Background: an optimization exercise with open tools, aiming at small area. Do not read the settings as production practice.
Function was checked by simulation only, so behaviour that the tests miss may differ from the original.
The flow treats the clock pin as an ideal source, which a real chip does not have.
Power figures rest on the tool's default switching activity, not on a simulated workload.

Design top, start of the top module:
module top(reset, clk, ps2clk, ps2data, hsync, vsync, red, green, blue);
input reset, clk;
input ps2clk, ps2data;
output hsync, vsync;
output [2:0] red, green, blue;
reg [1:0] hs;
reg [7:0] hb;
reg [1:0] vs;
reg [7:0] vb;
wire      hw = &hb;
wire      vw = &vb;
always @(posedge clk or posedge reset)
  if (reset) begin
    hs <= 2'd0; hb <= 8'd95; vs <= 2'd0; vb <= 8'd206;
  end else begin
    hb <= hw ? ((hs == 2'd3) ? 8'd94 : 8'd43) : hb + 8'd1;
    if (hw) hs <= hs + 2'd1;
    if (hs == 2'd0 && hb == 8'd95) begin
      vb <= vw ? ((vs == 2'd3) ? 8'd206 : (vs == 2'd0) ? 8'd122 : 8'd123) : vb + 8'd1;
      if (vw) vs <= vs + 2'd1;
    end
  end
assign hsync = ~(hs == 2'd0 && hb >= 8'd111 && hb <= 8'd206);
assign vsync = (vs == 2'd0) && (vb == 8'd219 || vb == 8'd220);
wire r1 = vs == 2'd1;
wire r2 = vs == 2'd2;
wire r3 = vs == 2'd3;
reg [3:0] ps;
wire fe = (ps == 4'd8);
always @(posedge clk or posedge reset)
  if (reset) ps <= 4'd0;
  else if (ps2clk) ps <= (ps < 4'd4) ? ps + 4'd1 : (ps == 4'd4) ? 4'd4 : 4'd1;
  else ps <= (ps >= 4'd4 && ps < 4'd8) ? ps + 4'd1 : 4'd0;
reg [8:0] shift;
reg [3:0] cnt;
reg       f0, p;
wire      found = cnt == 4'd11;    
wire      stop = cnt == 4'd10;
wire      good = ~shift[0] & ps2data & p;
wire [7:0] code = shift[8:1];
always @(posedge clk)
  if (fe && cnt < 4'd9) shift <= {ps2data, shift[8:1]};
  ...
clock: 40.0 ns
lec_check: 0
cap_margin: 0
core_margin: 2
core_utilization: 70
slew_margin: 0
standard.sh (not shown) runs the stock make flow with config.mk's settings and CLKGATE_MAP_FILE= SYNTH_SCRIPT=/design/flow/synth_recipe.tcl, a recipe that flattens the netlist after the stock synthesis.
==> flow/flow/run.sh <==
#!/bin/bash
# Own layout flow: the standard flow with
#  - area-oriented ABC scripts in synthesis, the smallest result kept
#    (flow/synth.tcl, flow/area*.abc),
#    with adders left to ABC (no ORFS adder or Kogge-Stone carry mapping),
#  - the smallest buffer on every port,
#  - clock tree synthesis without dummy loads, then clock buffers shrunk
#    where the clock pin slew allows (flow/resize_clk.tcl).
set -euo pipefail
W=$PWD
export AREA_ABC_SCRIPTS="$W/flow/area1.abc $W/flow/area2.abc $W/flow/area3.abc $W/flow/area4.abc"
export FLOW_SYNTH_TCL=$W/synth_recipe.tcl
export SYNTH_OPERATIONS_ARGS="-noshare"
export BUFFER_PORTS_ARGS="-buffer_cell sky130_fd_sc_hd__buf_1"
export CTS_ARGS="-sink_clustering_enable -repair_clock_nets -dont_use_dummy_load -buf_list sky130_fd_sc_hd__clkbuf_8 -sink_clustering_size 25 -sink_clustering_max_diameter 60"
bash standard.sh SYNTH_SCRIPT=$W/flow/synth.tcl ADDER_MAP_FILE= synth > $W/synth.log 2>&1
bash standard.sh SYNTH_SCRIPT=$W/flow/synth.tcl ADDER_MAP_FILE= cts > $W/cts.log 2>&1
export RESULTS=$W/orfs/results/$FLOW_PLATFORM/top/base
openroad -no_init -exit $W/flow/resize_clk.tcl > $W/resize_clk.log 2>&1
bash standard.sh SYNTH_SCRIPT=$W/flow/synth.tcl ADDER_MAP_FILE= finish > $W/layout.log 2>&1
==> flow/flow/resize_clk.tcl <==
# Shrink clock-tree buffers after CTS: each buffer CTS made (clkbuf_*) is
# given the smallest of clkbuf_2 / clkbuf_4 that keeps every flip-flop
# clock pin's estimated slew under 110 ps; otherwise it keeps its size.
# The buffers keep their places, so the placement stays legal.
set P $::env(FLOW_HOME)/platforms/$::env(FLOW_PLATFORM)
set R $::env(RESULTS)
read_lef $P/lef/sky130_fd_sc_hd.tlef
read_lef $P/lef/sky130_fd_sc_hd_merged.lef
read_liberty $P/lib/sky130_fd_sc_hd__tt_025C_1v80.lib
read_db $R/4_cts.odb
read_sdc $R/4_cts.sdc
source $P/setRC.tcl
estimate_parasitics -placement
proc maxslew {} {
  set mx 0
  foreach pin [get_pins */CLK] {
    set s [get_property $pin slew_max]
    if {$s > $mx} { set mx $s }
  }
  return $mx
}
puts "clock pin slew before: [maxslew]"
foreach inst [get_cells clkbuf_*] {
  set old [get_property $inst ref_name]
  foreach cand {sky130_fd_sc_hd__clkbuf_2 sky130_fd_sc_hd__clkbuf_4} {
    if {$cand eq $old} { break }
    replace_cell $inst $cand
    estimate_parasitics -placement
    set m [maxslew]
    if {$m < 0.110} {
      puts "[get_property $inst name]: $old -> $cand, clock pin slew $m"
      set old $cand
      break
    }
    replace_cell $inst $old
  }
}
estimate_parasitics -placement
puts "clock pin slew after: [maxslew]"
write_db $R/4_cts.odb
Other scripts of this flow, unchanged in this note and not shown: flow/flow/area1.abc, flow/flow/area2.abc, flow/flow/area3.abc, flow/flow/area4.abc, flow/flow/synth.tcl
Next try:
--- a/flow/flow/run.sh
+++ b/flow/flow/run.sh
@@ -7,2 +7 @@
-#  - clock tree synthesis without dummy loads, then clock buffers shrunk
-#    where the clock pin slew allows (flow/resize_clk.tcl).
+#  - clock tree synthesis without dummy loads.
@@ -17,3 +15,0 @@
-bash standard.sh SYNTH_SCRIPT=$W/flow/synth.tcl ADDER_MAP_FILE= cts > $W/cts.log 2>&1
-export RESULTS=$W/orfs/results/$FLOW_PLATFORM/top/base
-openroad -no_init -exit $W/flow/resize_clk.tcl > $W/resize_clk.log 2>&1
- CAP_MARGIN: 0 -> 20
- SLEW_MARGIN: 0 -> 20
removed: flow/flow/resize_clk.tcl
What happened: The new run ran to the end with no violations; clock power increases by 15%; worst setup slack improved by 0.088 ns; worst hold slack improved by 0.0043 ns.
Next try:
--- a/flow/flow/run.sh
+++ b/flow/flow/run.sh
@@ -7 +7,2 @@
-#  - clock tree synthesis without dummy loads.
+#  - clock tree synthesis without dummy loads, then clock buffers shrunk
+#    where the clock pin slew allows (flow/resize_clk.tcl).
@@ -15,0 +17,3 @@
+bash standard.sh SYNTH_SCRIPT=$W/flow/synth.tcl ADDER_MAP_FILE= cts > $W/cts.log 2>&1
+export RESULTS=$W/orfs/results/$FLOW_PLATFORM/top/base
+openroad -no_init -exit $W/flow/resize_clk.tcl > $W/resize_clk.log 2>&1
==> flow/flow/resize_clk.tcl (new file) <==
# Shrink clock-tree buffers after CTS: each buffer CTS made (clkbuf_*) is
# given the smallest of clkbuf_2 / clkbuf_4 that keeps every flip-flop
# clock pin's estimated slew under 110 ps; otherwise it keeps its size.
# The buffers keep their places, so the placement stays legal.
set P $::env(FLOW_HOME)/platforms/$::env(FLOW_PLATFORM)
set R $::env(RESULTS)
read_lef $P/lef/sky130_fd_sc_hd.tlef
read_lef $P/lef/sky130_fd_sc_hd_merged.lef
read_liberty $P/lib/sky130_fd_sc_hd__tt_025C_1v80.lib
read_db $R/4_cts.odb
read_sdc $R/4_cts.sdc
source $P/setRC.tcl
estimate_parasitics -placement
proc maxslew {} {
  set mx 0
  foreach pin [get_pins */CLK] {
    set s [get_property $pin slew_max]
    if {$s > $mx} { set mx $s }
  }
  return $mx
}
puts "clock pin slew before: [maxslew]"
foreach inst [get_cells clkbuf_*] {
  set old [get_property $inst ref_name]
  foreach cand {sky130_fd_sc_hd__clkbuf_2 sky130_fd_sc_hd__clkbuf_4} {
    if {$cand eq $old} { break }
    replace_cell $inst $cand
    estimate_parasitics -placement
    set m [maxslew]
    if {$m < 0.110} {
      puts "[get_property $inst name]: $old -> $cand, clock pin slew $m"
      set old $cand
      break
    }
    replace_cell $inst $old
  }
}
estimate_parasitics -placement
puts "clock pin slew after: [maxslew]"
write_db $R/4_cts.odb
- CORE_UTILIZATION: 70 -> 85
- global-route usage came out higher by 20 points
- final area is lower by 0.50%
- critical path depth stays the same
- area after synthesis does not change
- utilization went up by 17 points
- setup slack degrades by 0.43 ns
- synthesized cell count stays the same
- non-clock buffer count is unchanged
- combinational power came out higher by 20%
Next try:
--- a/flow/flow/resize_clk.tcl
+++ b/flow/flow/resize_clk.tcl
@@ -1,3 +1,4 @@
-# Shrink clock-tree buffers after CTS: each buffer CTS made (clkbuf_*) is
-# given the smallest of clkbuf_2 / clkbuf_4 that keeps every flip-flop
-# clock pin's estimated slew under 110 ps; otherwise it keeps its size.
+# Shrink clock-tree buffers after CTS: each buffer CTS made (clkbuf_*),
+# leaf buffers first and the root last, is given the smallest of
+# clkbuf_1 / clkbuf_2 / clkbuf_4 that keeps every flip-flop clock pin's
+# estimated slew under 115 ps; otherwise it keeps its size.
@@ -23 +24,5 @@
-foreach inst [get_cells clkbuf_*] {
+set bufs [get_cells clkbuf_*]
+set order {}
+foreach inst $bufs { if {[get_property $inst name] ne "clkbuf_0_clk"} { lappend order $inst } }
+foreach inst $bufs { if {[get_property $inst name] eq "clkbuf_0_clk"} { lappend order $inst } }
+foreach inst $order {
@@ -25 +30 @@
-  foreach cand {sky130_fd_sc_hd__clkbuf_2 sky130_fd_sc_hd__clkbuf_4} {
+  foreach cand {sky130_fd_sc_hd__clkbuf_1 sky130_fd_sc_hd__clkbuf_2 sky130_fd_sc_hd__clkbuf_4} {
@@ -30 +35 @@
-    if {$m < 0.110} {
+    if {$m < 0.115} {
- CAP_MARGIN: 20 -> 0
- CORE_UTILIZATION: 85 -> 70
- SLEW_MARGIN: 20 -> 0
Non-clock buffer count is unchanged.
Worst setup slack improves by 0.35 ns.
Power is lower by about 6%.
Clock skew is higher by 0.0053 ns.
Area after synthesis stays the same.

[static timing again, ports no longer ideal]
The results above use ideal ports. As a check the final layouts listed here were re-extracted and re-timed, cells and wires unchanged. Step 1: set_driving_cell puts a clkbuf_16 on clk and a buf_2 on each other input, an assumption about the parent block. Step 2 adds t to the input delays and takes it off the output delays; t is the mean of the earliest and latest rising clock arrival at the registers after step 1. Input paths then give back, and output paths get back, about the clock's delay inside the block. a / b / c = no drivers / after step 1 / after step 2; a / b = the first two.
run | t (ns) | setup slack, ns | cell pins on the clock port's net
the first run | 0.502 | 27.518 / 27.491 / 27.992 | 1
the second run | 0.368 | 27.606 / 27.574 / 27.943 | 1
the third run | 0.593 | 27.172 / 27.143 / 27.736 | 1
the fourth run | 0.493 | 27.521 / 27.493 / 27.987 | 1
After both steps every run listed still meets setup and hold.
